Context: an optimization exercise on an open-source flow, tuned for small area. The choices shown serve that exercise and are no tape-out recipe. Where RTL was checked, it was by simulation tests only, not by an equivalence proof against the original. Power and IR drop assume default switching activity.

quartz:
Design debug_controller, start of the top module:
module debug_controller #(
    parameter BAUD = 625000,  
    parameter CLK_RATE = 10,  
    parameter TIMEOUT  = 1    
    )(
    input logic clk,
    input logic rst,
    input logic srx,
    output logic stx,
    input logic [31:0] pc,
    input logic mcu_busy,
    input logic [31:0] d_rd,
    input logic error,
    output logic [31:0] d_in,
    output logic [31:0] addr,
    output logic pause,
    output logic resume,
    output logic reset,
    output logic reg_rd,
    output logic reg_wr,
    output logic mem_rd,
    output logic mem_wr,
    output logic [1:0] mem_size,
    output logic valid
);
Size: roughly 1800 cells after synthesis, ~490 flip-flops, about 140 I/O pins, ~0.019 mm2 of cells after synthesis.
==> flow/config.mk <==
export PLATFORM = sky130hd
export DESIGN_NAME = debug_controller
export DESIGN_NICKNAME = debug_controller
export VERILOG_FILES = /design/flow/design.v
export SDC_FILE = /design/flow/constraint.sdc
export NUM_CORES = 4
export LEC_CHECK = 0
export CAP_MARGIN = 20
export CORE_MARGIN = 2
export CORE_UTILIZATION = 40
export SLEW_MARGIN = 20
==> flow/constraint.sdc <==
create_clock -name core_clock -period 7.0 [get_ports {clk}]
set_input_delay 1.4000 -clock core_clock [delete_from_list [all_inputs] [get_ports {clk}]]
set_output_delay 1.4000 -clock core_clock [all_outputs]
set_load 0.01 [all_outputs]
standard.sh (not shown) runs the stock make flow with config.mk's settings and CLKGATE_MAP_FILE= SYNTH_SCRIPT=/design/flow/synth_recipe.tcl, a recipe that flattens the netlist after the stock synthesis.
==> flow/flow/run.sh <==
#!/bin/bash
set -euo pipefail
export BUFFER_PORTS_ARGS="-buffer_cell sky130_fd_sc_hd__buf_1"
export CTS_ARGS="-sink_clustering_enable -repair_clock_nets -dont_use_dummy_load -sink_clustering_size 20 -sink_clustering_max_diameter 60 -buf_list {sky130_fd_sc_hd__clkbuf_8 sky130_fd_sc_hd__clkbuf_16}"
bash standard.sh > flow.log 2>&1
The following lists how raven was set up differently from quartz:
==> flow/flow/run.sh <==
#!/bin/bash
set -euo pipefail
export BUFFER_PORTS_ARGS="-buffer_cell sky130_fd_sc_hd__buf_1"
export CTS_ARGS="-sink_clustering_enable -repair_clock_nets -dont_use_dummy_load -sink_clustering_size 30 -sink_clustering_max_diameter 100 -buf_list {sky130_fd_sc_hd__clkbuf_16}"
bash standard.sh > flow.log 2>&1
Results
| switching power of the nets | raven vs quartz | better |
Wire length of the first global-routing pass (raven vs. quartz) decreases slightly
Higher wire length among raven and quartz: quartz
pc[25] as the critical path startpoint was reported by quartz, and pc[16] by raven.
Taking quartz as the reference point, the met3 routed wirelength of raven falls by 6.8%.
Setup slack in raven is larger than in quartz.
[compare] base=quartz new=raven: count of clock-buffer cells in the layout lost 45%; cell area power density lost 19 mW/mm2.
Function was not checked in any run of this note: the RTL went through the layout flow alone.

========
## run A
debug_controller, a different RTL version from the one above (not shown whole).
Size: roughly 1800 cells after synthesis, ~21000 µm² of cells after synthesis.
clock: 7.0 ns
lec_check: 0
cap_margin: 20
core_margin: 2
core_utilization: 40
slew_margin: 20
==> flow/flow/run.sh <==
#!/bin/bash
set -euo pipefail
export BUFFER_PORTS_ARGS="-buffer_cell sky130_fd_sc_hd__buf_1"
export CTS_ARGS="-sink_clustering_enable -repair_clock_nets -dont_use_dummy_load -buf_list {sky130_fd_sc_hd__clkbuf_4 sky130_fd_sc_hd__clkbuf_8}"
bash standard.sh > flow.log 2>&1
Run A was carried through to the last stage, and its layout satisfied the timing, design-rule and antenna checks.
Modified inputs, run B compared to run A
==> flow/run.sh (new file) <==
#!/bin/bash
# synth_recipe.tcl (not shown) runs the flow's synth.tcl, then flattens the netlist and writes it again
# the make line also repeats each setting of config.mk as NAME=value (left out here)
make -C /OpenROAD-flow-scripts/flow DESIGN_CONFIG=/design/flow/config.mk WORK_HOME=/design/flow/orfs CLKGATE_MAP_FILE= SYNTH_SCRIPT=/design/flow/synth_recipe.tcl finish
removed: flow/flow/run.sh
removed: flow/standard.sh
- Diff run A -> run B | fraction of area in clock buffers and inverters | increase of 2.2 points
- Of run B and run A, it is run B that has the higher cell depth of the worst flop-to-flop path.
- First-iteration DRC count: higher on run B

========
Another version of the RTL of debug_controller (not shown whole).
Size in the first run: ~480 flip-flops, ~140 I/O pins.
## debug_controller
module debug_controller #(
    parameter BAUD = 625000,  
    parameter CLK_RATE = 10,  
    parameter TIMEOUT  = 1    
    )(
    input logic clk,
    input logic rst,
    input logic srx,
    output logic stx,
    input logic [31:0] pc,
    input logic mcu_busy,
    input logic [31:0] d_rd,
    input logic error,
    output logic [31:0] d_in,
    output logic [31:0] addr,
    output logic pause,
    output logic resume,
    output logic reset,
    output logic reg_rd,
    output logic reg_wr,
    output logic mem_rd,
    output logic mem_wr,
    output logic [1:0] mem_size,
    output logic valid
);
==> flow/config.mk <==
export PLATFORM = sky130hd
export DESIGN_NAME = debug_controller
export DESIGN_NICKNAME = debug_controller
export VERILOG_FILES = /design/flow/design.v
export SDC_FILE = /design/flow/constraint.sdc
export NUM_CORES = 4
export LEC_CHECK = 0
export CAP_MARGIN = 20
export CORE_MARGIN = 2
export CORE_UTILIZATION = 55
export SLEW_MARGIN = 20
==> flow/constraint.sdc <==
create_clock -name core_clock -period 7.0 [get_ports {clk}]
set_input_delay 1.4000 -clock core_clock [delete_from_list [all_inputs] [get_ports {clk}]]
set_output_delay 1.4000 -clock core_clock [all_outputs]
set_load 0.01 [all_outputs]
==> flow/flow/run.sh <==
#!/bin/bash
set -euo pipefail
here=$(pwd)
export BUFFER_PORTS_ARGS="-buffer_cell sky130_fd_sc_hd__buf_1"
export CTS_ARGS="-sink_clustering_enable -repair_clock_nets -dont_use_dummy_load -sink_clustering_size 10 -sink_clustering_max_diameter 40 -buf_list {sky130_fd_sc_hd__clkbuf_4}"
{
  echo "proc abc {args} {"
  echo "  set i [lsearch \$args -script]"
  echo "  if {\$i >= 0} { set args [lreplace \$args [expr {\$i + 1}] [expr {\$i + 1}] $here/flow/area.script] }"
  echo "  yosys abc {*}\$args"
  echo "}"
  cat synth_recipe.tcl
} > flow_synth.tcl
sed "s|SYNTH_SCRIPT=[^ ]*|SYNTH_SCRIPT=$here/flow_synth.tcl|" standard.sh > flow_standard.sh
grep -q "SYNTH_SCRIPT=$here/flow_synth.tcl" flow_standard.sh
bash flow_standard.sh > flow.log 2>&1
==> flow/flow/area.script <==
&get -n
&st
&syn2
&dch -f
&nf -R 1000
&st
&syn2
&dch -f
&nf -R 1000
&st
&dch -f
&nf -R 1000
&put
Next try:
==> flow/flow/run.sh (replaced) <==
#!/bin/bash
set -euo pipefail
export BUFFER_PORTS_ARGS="-buffer_cell sky130_fd_sc_hd__buf_1"
export CTS_ARGS="-sink_clustering_enable -repair_clock_nets -dont_use_dummy_load -sink_clustering_size 10 -sink_clustering_max_diameter 40 -buf_list {sky130_fd_sc_hd__clkbuf_4}"
export RECOVER_POWER=100
bash standard.sh > flow.log 2>&1
Settings changed: CORE_UTILIZATION 55 to 40.
removed: flow/flow/area.script
This time the run completed, yet does not pass: max-capacitance violations, max-slew violations.
Total power grows slightly.
Wire length is about the same.
Synthesized area grows by a few percent.
Maximum frequency grows by a few percent.
Die area grows by well over a third.
Design area grows by a few percent.
Core utilization shrinks by 17 points.
Hold slack gets worse by 0.022 ns.
Cell count grows by a little under a tenth.
Next try:
--- a/flow/flow/run.sh
+++ b/flow/flow/run.sh
@@ -5 +4,0 @@
-export RECOVER_POWER=100
This time the run completed with no timing, DRC or antenna violations.
Design area is about the same.
Clock-buffer cell count stays the same.
Hold slack is about the same.
Sequential power is about the same.
Combinational power is about the same.
Non-clock buffer count is unchanged.
Next try:
--- a/flow/flow/run.sh
+++ b/flow/flow/run.sh
@@ -2,0 +3 @@
+here=$(pwd)
@@ -5 +6,11 @@
-bash standard.sh > flow.log 2>&1
+{
+  echo "proc abc {args} {"
+  echo "  set i [lsearch \$args -script]"
+  echo "  if {\$i >= 0} { set args [lreplace \$args [expr {\$i + 1}] [expr {\$i + 1}] $here/flow/area.script] }"
+  echo "  yosys abc {*}\$args"
+  echo "}"
+  cat synth_recipe.tcl
+} > flow_synth.tcl
+sed "s|SYNTH_SCRIPT=[^ ]*|SYNTH_SCRIPT=$here/flow_synth.tcl|" standard.sh > flow_standard.sh
+grep -q "SYNTH_SCRIPT=$here/flow_synth.tcl" flow_standard.sh
+bash flow_standard.sh > flow.log 2>&1
==> flow/flow/area.script (new file) <==
&get -n
&st
&syn2
&dch -f
&nf -R 1000
&st
&syn2
&dch -f
&nf -R 1000
&st
&dch -f
&nf -R 1000
&put
Settings changed: CORE_UTILIZATION 40 to 65.
What happened: The new run finished with timing, DRC and antenna clean; die area decreases by well over a third; worst setup slack degrades by 0.19 ns; non-clock buffer count does not change; core utilization increases by 28 points; global-route usage increases by 11 points; area after synthesis decreases by a few percent.
Next try:
Settings changed: CORE_UTILIZATION 65 to 40.
=> The changed run finished clean; global-route usage shrinks by 9.6 points; synthesized cell count is unchanged; final cell count grows by 12%; setup slack degrades by 0.037 ns; wire length grows by 7.9%.

========
debug_controller, a different RTL version from the one above (not shown whole).
Size in the first run: about 490 flip-flops, ~140 I/O pins.
==> flow/config.mk <==
export PLATFORM = sky130hd
export DESIGN_NAME = debug_controller
export DESIGN_NICKNAME = debug_controller
export VERILOG_FILES = /design/flow/design.v
export SDC_FILE = /design/flow/constraint.sdc
export NUM_CORES = 4
export LEC_CHECK = 0
export CAP_MARGIN = 20
export CORE_MARGIN = 2
export CORE_UTILIZATION = 40
export SLEW_MARGIN = 20
==> flow/constraint.sdc <==
create_clock -name core_clock -period 7.0 [get_ports {clk}]
set_input_delay 1.4000 -clock core_clock [delete_from_list [all_inputs] [get_ports {clk}]]
set_output_delay 1.4000 -clock core_clock [all_outputs]
set_load 0.01 [all_outputs]
==> flow/flow/run.sh <==
#!/bin/bash
set -euo pipefail
export BUFFER_PORTS_ARGS="-buffer_cell sky130_fd_sc_hd__buf_1"
export CTS_ARGS="-sink_clustering_enable -repair_clock_nets -dont_use_dummy_load -sink_clustering_size 10 -sink_clustering_max_diameter 40 -buf_list {sky130_fd_sc_hd__clkbuf_4}"
bash standard.sh > flow.log 2>&1
Edit:
==> flow/flow/run.sh (replaced) <==
#!/bin/bash
set -euo pipefail
export BUFFER_PORTS_ARGS="-buffer_cell sky130_fd_sc_hd__buf_1"
export CTS_ARGS="-sink_clustering_enable -repair_clock_nets -dont_use_dummy_load -sink_clustering_size 25 -sink_clustering_max_diameter 80 -buf_list {sky130_fd_sc_hd__clkbuf_16}"
bash standard.sh > flow.log 2>&1
Clock power grows by about 10%.
Sequential cell count stays the same.
Combinational power barely changes.
Core utilization grows by 0.26 points.
Clock skew shrinks by 0.056 ns.
Routed wire length shrinks by 1.3%.
Final cell count shrinks by 2.0%.
First-iteration DRC count shrinks by 4.3%.
Sequential power is about the same.
Synthesized area is unchanged.
Die area stays the same.
No run of this note included a check of the RTL's function; only the layout flow was run.

## port drivers added, routing unchanged
Ports are ideal in the flow. The routed layouts listed here were re-timed in OpenROAD. Step 1 sets driving cells, clkbuf_16 on the clock port and buf_2 on the other inputs (assumed; they add their load-dependent delay and slew). Step 2 moves the port delays by t, midway between the first and last clock arrival at a register: inputs arrive t later, outputs are due t later. That takes back most of the time a late clock gives input paths. a / b / c = ideal / step 1 / step 2; a / b = the first two.
| run | shift t [ns] | slack for setup (ns) | latest minus earliest clock arrival (ns) | worst register clock-pin slew, ns |
|---|---|---|---|---|
| quartz | 0.594 | 2.835 / 2.861 / 2.267 | 0.040 / 0.040 | 0.08 / 0.08 |
| raven | 0.601 | 3.013 / 3.026 / 2.425 | 0.048 / 0.048 | 0.12 / 0.12 |
| run A | 0.690 | 3.008 / 3.030 / 2.340 | 0.068 / 0.068 | 0.06 / 0.06 |
| run B | 0.645 | 2.682 / 2.711 / 2.066 | 0.015 / 0.016 | 0.06 / 0.06 |
| the first run of note 3 | 0.794 | 0.474 / 0.474 / 0.474 | 0.104 / 0.104 | 0.11 / 0.11 |
| the second run of note 3 | 0.759 | 0.620 / 0.620 / 0.620 | 0.116 / 0.115 | 0.11 / 0.11 |
| the third run of note 3 | 0.762 | 0.630 / 0.630 / 0.630 | 0.120 / 0.120 | 0.11 / 0.11 |
| the fourth run of note 3 | 0.736 | 0.440 / 0.440 / 0.440 | 0.097 / 0.097 | 0.12 / 0.12 |
| the fifth run of note 3 | 0.802 | 0.402 / 0.402 / 0.402 | 0.150 / 0.150 | 0.11 / 0.11 |
| the first run of note 4 | 0.835 | 3.072 / 3.091 / 2.256 | 0.101 / 0.101 | 0.11 / 0.11 |
| the second run of note 4 | 0.618 | 2.907 / 2.932 / 2.314 | 0.038 / 0.038 | 0.10 / 0.10 |
The setup slack of the first run of note 4, which loses most, moves by +0.019 ns with the drivers and by -0.816 ns with both steps.
